This is an optimization exercise on Yosys and OpenROAD, whose aim is small area, not a production implementation. Function was checked by simulation only, so behaviour that the tests miss may differ from the original.

==> flow/design.v, too long to show whole: its modules and the start of the top module <==
// module Top_FFT: 2510 lines
module Top_FFT #(parameter INTEGER_SIZE = 8, FRACT_SIZE = 8, NFFT = 128) (
    input  wire clk, rst,
    input  wire start_FFT,
    input  wire signed [INTEGER_SIZE+FRACT_SIZE-1:0] serial_in_r, serial_in_i,
    output wire signed [INTEGER_SIZE+FRACT_SIZE-1:0] serial_out_r, serial_out_i,
    output wire end_FFT, data_valid_FFT
);
  // ...
==> flow/run.sh <==
#!/bin/bash
# synth_recipe.tcl (not shown) runs the flow's synth.tcl, then flattens the netlist and writes it again
# the make line also repeats each setting of config.mk as NAME=value (left out here)
make -C /OpenROAD-flow-scripts/flow DESIGN_CONFIG=/design/flow/config.mk WORK_HOME=/design/flow/orfs CLKGATE_MAP_FILE= SYNTH_SCRIPT=/design/flow/synth_recipe.tcl finish
==> flow/config.mk <==
export PLATFORM = sky130hd
export DESIGN_NAME = Top_FFT
export DESIGN_NICKNAME = Top_FFT
export VERILOG_FILES = /design/flow/design.v
export SDC_FILE = /design/flow/constraint.sdc
export NUM_CORES = 4
export LEC_CHECK = 0
export CAP_MARGIN = 5
export CORE_MARGIN = 2
export CORE_UTILIZATION = 60
export CTS_CLUSTER_DIAMETER = 70
export CTS_CLUSTER_SIZE = 32
export PLACE_DENSITY = 0.7
export SLEW_MARGIN = 5
==> flow/constraint.sdc <==
create_clock -name core_clock -period 12.0 [get_ports {clk}]
set_input_delay 2.4000 -clock core_clock [delete_from_list [all_inputs] [get_ports {clk}]]
set_output_delay 2.4000 -clock core_clock [all_outputs]
set_load 0.01 [all_outputs]
==> run_results.csv, run 1 <==
group,metric,value,unit
routing,wl_met1,124000,µm
routing,topRoutingLayerUsed,"met5",
critical_path,critPathTopFamily,"adder cells",
final_layout,final_common_cell,"dfxtp_1",
critical_path,critPathArrivalTime,9.11,ns
synthesis,synth_area_per_cell,13.0,µm²
global_route,antenna_found_initial,10,
synthesis,synth_compound_area_share,6.79,%
hold_path,hp-start,"s1_dl[900]",
sta,tightestPinTransition,1.24,ns
final_layout,design_area,145000,µm²
placement,dp_cells,13200,
critical_path,cp.depth,22,
final_layout,layout-drive-gt1-share,5.39,%
critical_path,criticalPathCategory,"flip-flop to primary output",
global_route,overflow,0,
synthesis,ys_ff_latch,4233,
final_layout,non_clock_inverter_count,803,
sta,max_freq,86.9,MHz
sta,finalSetupTns,0,ns
clock_tree,h-tree-depth,4,
synthesis,synth.most_common_cell,"dfxtp_1",
synthesis,synthArstFlopShare,0.213,%
routing,routed_wl,287000,µm
outcome,status,"finished clean",
clock_tree,clkLatencyLatePin,0.88,ns
critical_path,crit_path_end,"serial_out_i[15]",
==> inputs of run 2 (changes only) <==
--- a/flow/config.mk
+++ b/flow/config.mk
@@ -7,8 +7,8 @@
 export LEC_CHECK = 0
 export CAP_MARGIN = 5
 export CORE_MARGIN = 2
-export CORE_UTILIZATION = 60
+export CORE_UTILIZATION = 45
 export CTS_CLUSTER_DIAMETER = 70
 export CTS_CLUSTER_SIZE = 32
-export PLACE_DENSITY = 0.7
+export PLACE_DENSITY = 0.6
 export SLEW_MARGIN = 5
==> run 2 against run 1 <==
Net effect:
- still clean
- sequential share of layout area is 0.81 points lower
- sequential cell count is the same
- via count increased by 0.35%
- synthesized cell count unchanged
- worst hold slack better by 0.010 ns
- first-iteration DRC count decreased by 0.53%
- final cell count up 7.6%
- setup slack got worse by 0.095 ns
- critical path type unchanged
- critical endpoint unchanged
==> run_results.csv, run 2 <==
group,metric,value,unit
sta,fin_crit,11.61,ns
final_layout,layout-drive-gt1-share,5.96,%
clock_tree,clock-sinks,4233,
final_layout,largest_register_ffs,2048,
critical_path,required,9.60,ns
clock_tree,cts_buffers,184,
routing,wire_per_inst,19.9,µm
clock_tree,hold_buffers,0,
final_layout,layout_common_cells,"dfxtp_1, fa_1, inv_1",
clock_tree,clkLatencyLatePin,0.92,ns
outcome,status,"finished clean",
floorplanning,dieHeight,551,µm
floorplanning,start_util,45.3,%
routing,detail-route-antenna-nets,0,
global_route,first_global_vias,73300,
sta,hold_viol_final,0,
synthesis,yosys.area.top_type_share,62.7,%
synthesis,ys_ff_latch,4233,
sta,fin_ws,0.393,ns
global_route,met2_usage,30.8,%
final_layout,register_area,84800,µm²
final_layout,multi_input_area,45700,µm²
final_layout,design_area,147000,µm²
global_route,grt_pass1_wl,448000,µm
routing,via_per_inst,4.87,
synthesis,synthTopCellsByArea,"dfxtp_1, fa_1, xnor2_1",
synthesis,syn_nets,11700,
global_route,track_usage,19.2,%
synthesis,syn_inst,10400,
synthesis,syn_area,135000,µm²
sta,max_freq,86.2,MHz
sta,maxSlewViolCount,0,
final_layout,regMostFlops,"s1_dl",
synthesis,synth.most_common_cell,"dfxtp_1",
critical_path,criticalPathCategory,"flip-flop to primary output",
critical_path,critPathArrivalTime,9.21,ns
global_route,use_met3,2.69,%
routing,routed_wl,288000,µm
clock_tree,root_buffer,"clkbuf_16",
final_layout,fillers,25700,
clock_tree,cts_tree,"done",
routing,dr.pass1.iters,6,
floorplanning,core_area,298000,µm²
synthesis,synthFlopType,"dfxtp_1",
global_route,grt_busiest_layer,"met2",
clock_tree,cts_buffer_depth,4,
sta,skew,0.0766,ns
hold_path,hp-start,"s1_dl[1047]",
final_layout,nets,11800,
hold_path,min_path_type,"flip-flop to flip-flop",
synthesis,synth_commonest_cells,"dfxtp_1, fa_1, inv_1, xnor2_1, nand2_1",
sta,setup_viol,0,
synthesis,synth_area_per_cell,13.0,µm²
placement,pre_cts_ws,0.431,ns
critical_path,critPathCaptureType,"primary output",
placement,numPortBuffers,68,
clock_tree,post_cts.repair.setup_buffers,0,
placement,gp_congestion,0.957,
synthesis,synth_cell_types,93,
routing,drc,0,
sta,fin_crit_sh,96.7,%
critical_path,r2r_slack,1.03,ns
global_route,overflow,0,
placement,post-dp-hpwl,205000,µm
sta,tightestPinTransition,1.33,ns
synthesis,ys_warn_count,1,
routing,vias,70600,
floorplanning,fp.dieArea,304000,µm²
sta,relSlewSlack,10.4,%
hold_path,min_to,"s1_dl[1079]",
synthesis,ys_seq_area_share,62.9,%
critical_path,timing.rr.end,"s5_in_i[15]",
clock_tree,h-tree-depth,4,
hold_path,whs_path_depth,0,
global_route,antenna_found_initial,17,
floorplanning,die_width,551,µm
run,maxCapViolations,0,
sta,rsz0062_at_grt,"no",
floorplanning,core.rowCount,200,
sta,finalSetupTns,0,ns
floorplanning,ioPinCount,69,
synthesis,synthArstFlopShare,0.213,%
clock_tree,post_cts_resized,0,
final_layout,final_common_cell,"dfxtp_1",
clock_tree,worst_setup_hold_path_clk_slew,0.11,ns
critical_path,cp-start-kind,"flip-flop",
global_route,grt_max_degree,86,
critical_path,rr_startpoint,"cnt[1]",
final_layout,reg_top3,"s1_dl (2048), s2_dl (1024), s3_dl (512)",
critical_path,cp_max_fo,18,
routing,drtIter0Drc,4687,
critical_path,r2r_cells,35,
global_route,use_met1,26.4,%
synthesis,synth_top_cell_by_area,"dfxtp_1",
synthesis,synth-edff-count,0,
placement,post_dp_cell_area,141000,µm²
final_layout,area_delta_synth_final,9.02,%
==> run 2: cell counts after synthesis <==
No cell type changed its count.
==> run 2: worst max-delay path, cell delays in order (launching register included) <==
cell	delay [ns]
dfrtp_4	0.61
inv_2	0.29
nor2_1	0.09
ha_1	0.19
inv_1	0.07
fa_1	0.16
inv_1	0.06
fa_1	0.43
fa_1	0.44
fa_1	0.45
fa_1	0.47
fa_1	0.45
fa_1	0.44
fa_1	0.42
fa_1	0.51
fa_1	0.46
fa_1	0.43
fa_1	0.42
fa_1	0.42
fa_1	0.43
xor2_1	0.18
xnor2_1	0.31
clkdlybuf4s50_1	0.60
==> run 2: metrics by stage <==
stage | hold WS, ns | std cells | util (%)
after CTS | 0.265 | 14500 | 49.4
final | 0.279 | 14500 | 49.4
after global placement | 0.310 | 14200 | 47.4
after global routing | 0.279 | 14500 | 49.4
after detailed placement | 0.312 | 14200 | 47.4
after floorplan | 0.310 | 10400 | -
==> run 2: how the worst max path moves through the flow <==
| stage | endpoint | from | slack (ns) |
|---|---|---|---|
| 6_report | serial_out_i[15] | cnt[0] | 0.39 |
| 5_1_grt | serial_out_i[15] | cnt[0] | 0.04 |
| 2_1_floorplan | serial_out_r[15] | cnt[0] | 1.30 |
| 3_5_place_dp | s1_dl[31] | serial_in_r[0] | 0.43 |
| 3_3_place_gp | s1_dl[31] | serial_in_r[0] | 0.43 |
| 4_1_cts | serial_out_i[15] | cnt[0] | 0.22 |
==> run 2: cell families after synthesis <==
| family | after synthesis | synth area share, % |
|---|---|---|
| adders and majority gates | 1253 | 16.7 |
| and+or+nand+nor | 1297 | 4.08 |
| buffers and inverters | 1230 | 3.55 |
| AOI/OAI and AO/OA | 1470 | 6.79 |
| muxes | 146 | 1.10 |
| DFF | 4233 | 62.9 |
| xor gates and xnor gates | 750 | 4.88 |
==> run 2: area by class of cell <==
type / instances / share of cell area (%)
repair buffers: 325 / 1.78
flip-flops and latches: 4233 / 57.7
clock buffers: 197 / 3.25
well taps: 3939 / 3.35
multi-input cells: 4916 / 31.1
clock inverters: 59 / 0.782
diodes: 7 / 0.0119
inverters: 803 / 2.05
==> run 2: per-layer routing <==
metal | vias to the layer above | part of all wire [%]
li1 | 33300 | -
met1 | 35100 | 45
met4 | 8 | 4.4
met3 | 525 | 4.9
met2 | 1710 | 45
met5 | - | 0.014

[what the ideal ports hide]
The results above use ideal ports. As a check the final layouts listed here were re-extracted and re-timed, cells and wires unchanged.
Step 1: set_driving_cell puts a clkbuf_16 on clk and a buf_2 on each other input, an assumption about the parent block.
Step 2, shift: input delay + t, output delay - t, t = (earliest + latest rising clock arrival at the registers) / 2. This alone moves slack from input paths to output paths.
Slacks: ideal ports / drivers / drivers and shift; pairs: ideal ports / drivers.
| run | t, ns | setup slack, ns | cell pins on the clock port's net |
|---|---|---|---|
| run 1 | 0.937 | 0.488 / 0.390 / 0.420 | 1 |
| run 2 | 0.978 | 0.393 / 0.298 / 0.407 | 1 |
After both steps every run listed still meets setup and hold. The setup slack of run 1, which loses most, moves by -0.098 ns with the drivers and by -0.068 ns with both steps.
